Background: an optimization exercise with open tools, aiming at small area. Do not read the settings as production practice. Only simulation tests tie the RTL to the original design; equivalence was not proved.

Setup of main:
## convolution
module convolution #(parameter BW1=16, BW2=16, STRIDE=1, xs=32, ws=5)
	(input iCLK, iRSTn, iWren,
	 input [4:0] iADDR,
	 input [7:0] iWeight,
	 input signed [7:0] iX,
	 input iValid,
	 output signed [BW2-1:0] oPsum,
	 output oValid);
==> flow/config.mk <==
export PLATFORM = sky130hd
export DESIGN_NAME = convolution
export DESIGN_NICKNAME = convolution
export VERILOG_FILES = /design/flow/design.v
export SDC_FILE = /design/flow/constraint.sdc
export NUM_CORES = 4
export LEC_CHECK = 0
export CAP_MARGIN = 20
export CORE_MARGIN = 2
export CORE_UTILIZATION = 40
export CTS_CLUSTER_DIAMETER = 150
export CTS_CLUSTER_SIZE = 22
export PLACE_DENSITY = 0.5
export SLEW_MARGIN = 20
export SYNTH_HIERARCHICAL = 1
export SYNTH_MINIMUM_KEEP_SIZE = 0
==> flow/constraint.sdc <==
create_clock -name core_clock -period 8.0 [get_ports {iCLK}]
set_input_delay 1.6000 -clock core_clock [delete_from_list [all_inputs] [get_ports {iCLK}]]
set_output_delay 1.6000 -clock core_clock [all_outputs]
set_load 0.01 [all_outputs]
run.sh (not shown) runs the stock make flow with config.mk's settings and CLKGATE_MAP_FILE= SYNTH_SCRIPT=/design/flow/synth_recipe.tcl, a recipe that flattens the netlist after the stock synthesis.
Edits applied to the flow inputs when going from main to the feature branch:
- PLACE_DENSITY changed from 0.5 to 0.6
- GPL_TIMING_DRIVEN newly set to 0
==> comparison <==
Changes observed in the feature branch relative to main: number of cells on the critical path shows an increase of 2; wire length shows a reduction of 5.1 mm; sequential share of layout area shows no meaningful change; worst setup slack shows an increase of 0.077 ns; per-cell routed wire length shows a reduction of 0.85 um. The total of clock buffers placed in the layout in the feature branch sits 7.3% below the value recorded for main. Delta (the feature branch minus main): global-route usage -0.62 points, HPWL after detailed placement fell 1.7%, via total after detailed routing went up by 198. The feature branch ended up with lb.sr[1010] as its timing startpoint of the critical path; main ended up with lb.sr[1019]. In the feature branch relative to main, instance area after placement had gone up slightly.

== run 1 ==
Another version of the RTL of convolution (not shown whole).
Size in the first run: ~6000 cells after synthesis.
Design convolution, start of the top module:
module convolution #(parameter BW1=16, BW2=16, STRIDE=1, xs=32, ws=5)
	(input iCLK, iRSTn, iWren,
	 input [4:0] iADDR,
	 input [7:0] iWeight,
	 input signed [7:0] iX,
	 input iValid,
	 output signed [BW2-1:0] oPsum,
	 output oValid);
export LEC_CHECK = 0
export CAP_MARGIN = 20
export CORE_MARGIN = 2
export CORE_UTILIZATION = 60
export PLACE_DENSITY = 0.7
export SLEW_MARGIN = 20
export SYNTH_HIERARCHICAL = 1
export SYNTH_MINIMUM_KEEP_SIZE = 0
create_clock -name core_clock -period 8.0 [get_ports {iCLK}]
Run 1: no failed stages, no open violations at the end
Input changes introduced in run 2 (baseline for comparison: run 1):
Settings: CORE_UTILIZATION: 60 -> 40; PLACE_DENSITY: 0.7 -> 0.6; CTS_CLUSTER_DIAMETER: unset -> 60; CTS_CLUSTER_SIZE: unset -> 25.
Run 2 has global-route usage below what run 1 had.
Cell count: run 2 higher than run 1
Capturing instance or port of the critical path = r1[0]: run 2; capturing instance or port of the critical path = r1[12]: run 1
Run 2 reports a lower utilization of the core after routing than run 1 does.
> inputs changed (run 2 -> run 3)
Settings: CTS_CLUSTER_DIAMETER changed from 60 to 45; CTS_CLUSTER_SIZE changed from 25 to 30.
### Flow results
In summary, run 3 completed successfully, with a layout that passed the timing, DRC and antenna checks. Compared with run 2, run 3 shows a met1 routed wirelength after detailed routing that is 0.37% higher. Going from run 2 to run 3, final cycle utilization of the critical path now sits higher; summed area of non-filler cells in the final layout now sits higher; post-synthesis instance area now sits at about the same level. Core utilization: run 3 higher than run 2. Wire length essentially unchanged between run 2 and run 3. Between run 2 and run 3, the clock slew seen by the registers of the worst setup and hold paths does not differ in any meaningful way.
For run 4, these inputs were changed with respect to run 3:
Settings: changing CTS_CLUSTER_DIAMETER from 45 to 150; changing CTS_CLUSTER_SIZE from 30 to 22.
As far as hold-fix buffer count after cts goes, run 4 and run 3 are indistinguishable; the numbers are identical. Row share of cell area taken by multi-input logic gates: run 4 higher / run 3 lower. [compare] base=run 3 new=run 4: core utilization shows a reduction of 1.5 points, number of inserted filler cells in the final layout shows an increase of 1.6%, maximum frequency shows no meaningful change. On shortest period the worst path allows, run 3 and run 4 are basically level. The register-to-register slack was comparable across run 3 and run 4. Area growth from synthesis to layout for run 4: 3.7 points down relative to run 3. Run 3 → run 4: final worst-path setup slack stayed essentially flat, arrival time reported for the critical path endpoint fell by 0.02 ns.
> inputs changed (run 4 -> run 5)
Settings: PLACE_DENSITY: 0.6 -> 0.75; CORE_UTILIZATION: 40 -> 55.
Notes after the runs:
Lower final wirelength among run 5 and run 4: run 5. Run 5 against run 4: number of multi-input combinational cells in the layout neither gained nor lost much; total half-perimeter wirelength after legalization and detailed placement lost about 2.7%; fraction of area in non-clock buffers neither gained nor lost much. Run 5 vs run 4, highest clock rate went up by 2.5%. The post-placement cell count in run 5 sits about 9% below the value recorded for run 4. Share of the core filled with cells in the final layout, run 5 and run 4: higher on run 5. Worst hold slack, run 5 and run 4, lower one = run 5. Measured against run 4, the placer congestion estimate of run 5 comes out at 1.08 times the reference value.

## separate check: timing with driven ports
The flow's constraints put no driver on any port. The routed layouts listed below were extracted and timed again, unchanged, in two steps.
Step 1 assumes that a clkbuf_16 drives the clock port and a buf_2 every other input.
Step 2 moves the port delays by t, midway between the first and last clock arrival at a register: inputs arrive t later, outputs are due t later. That takes back most of the time a late clock gives input paths.
a / b / c = no drivers / after step 1 / after step 2; a / b = the first two.
run	t (ns)	setup slack, ns	worst hold slack (ns)	latest minus earliest clock arrival (ns)	cell pins on the clock port's net
main	0.819	0.689 / 0.689 / 0.689	0.284 / 0.284 / 0.284	0.078 / 0.078	1
the feature branch	0.780	0.766 / 0.766 / 0.766	0.300 / 0.300 / 0.300	0.055 / 0.055	1
run 1	0.835	0.477 / 0.477 / 0.477	0.284 / 0.284 / 0.284	0.064 / 0.063	1
run 2	0.830	0.425 / 0.425 / 0.425	0.302 / 0.302 / 0.302	0.047 / 0.047	1
run 3	0.856	0.351 / 0.351 / 0.351	0.292 / 0.292 / 0.292	0.051 / 0.052	1
run 4	0.800	0.349 / 0.349 / 0.349	0.307 / 0.307 / 0.307	0.065 / 0.065	1
run 5	0.766	0.534 / 0.534 / 0.534	0.291 / 0.291 / 0.291	0.063 / 0.063	1
After both steps setup and hold are still met in every run listed.
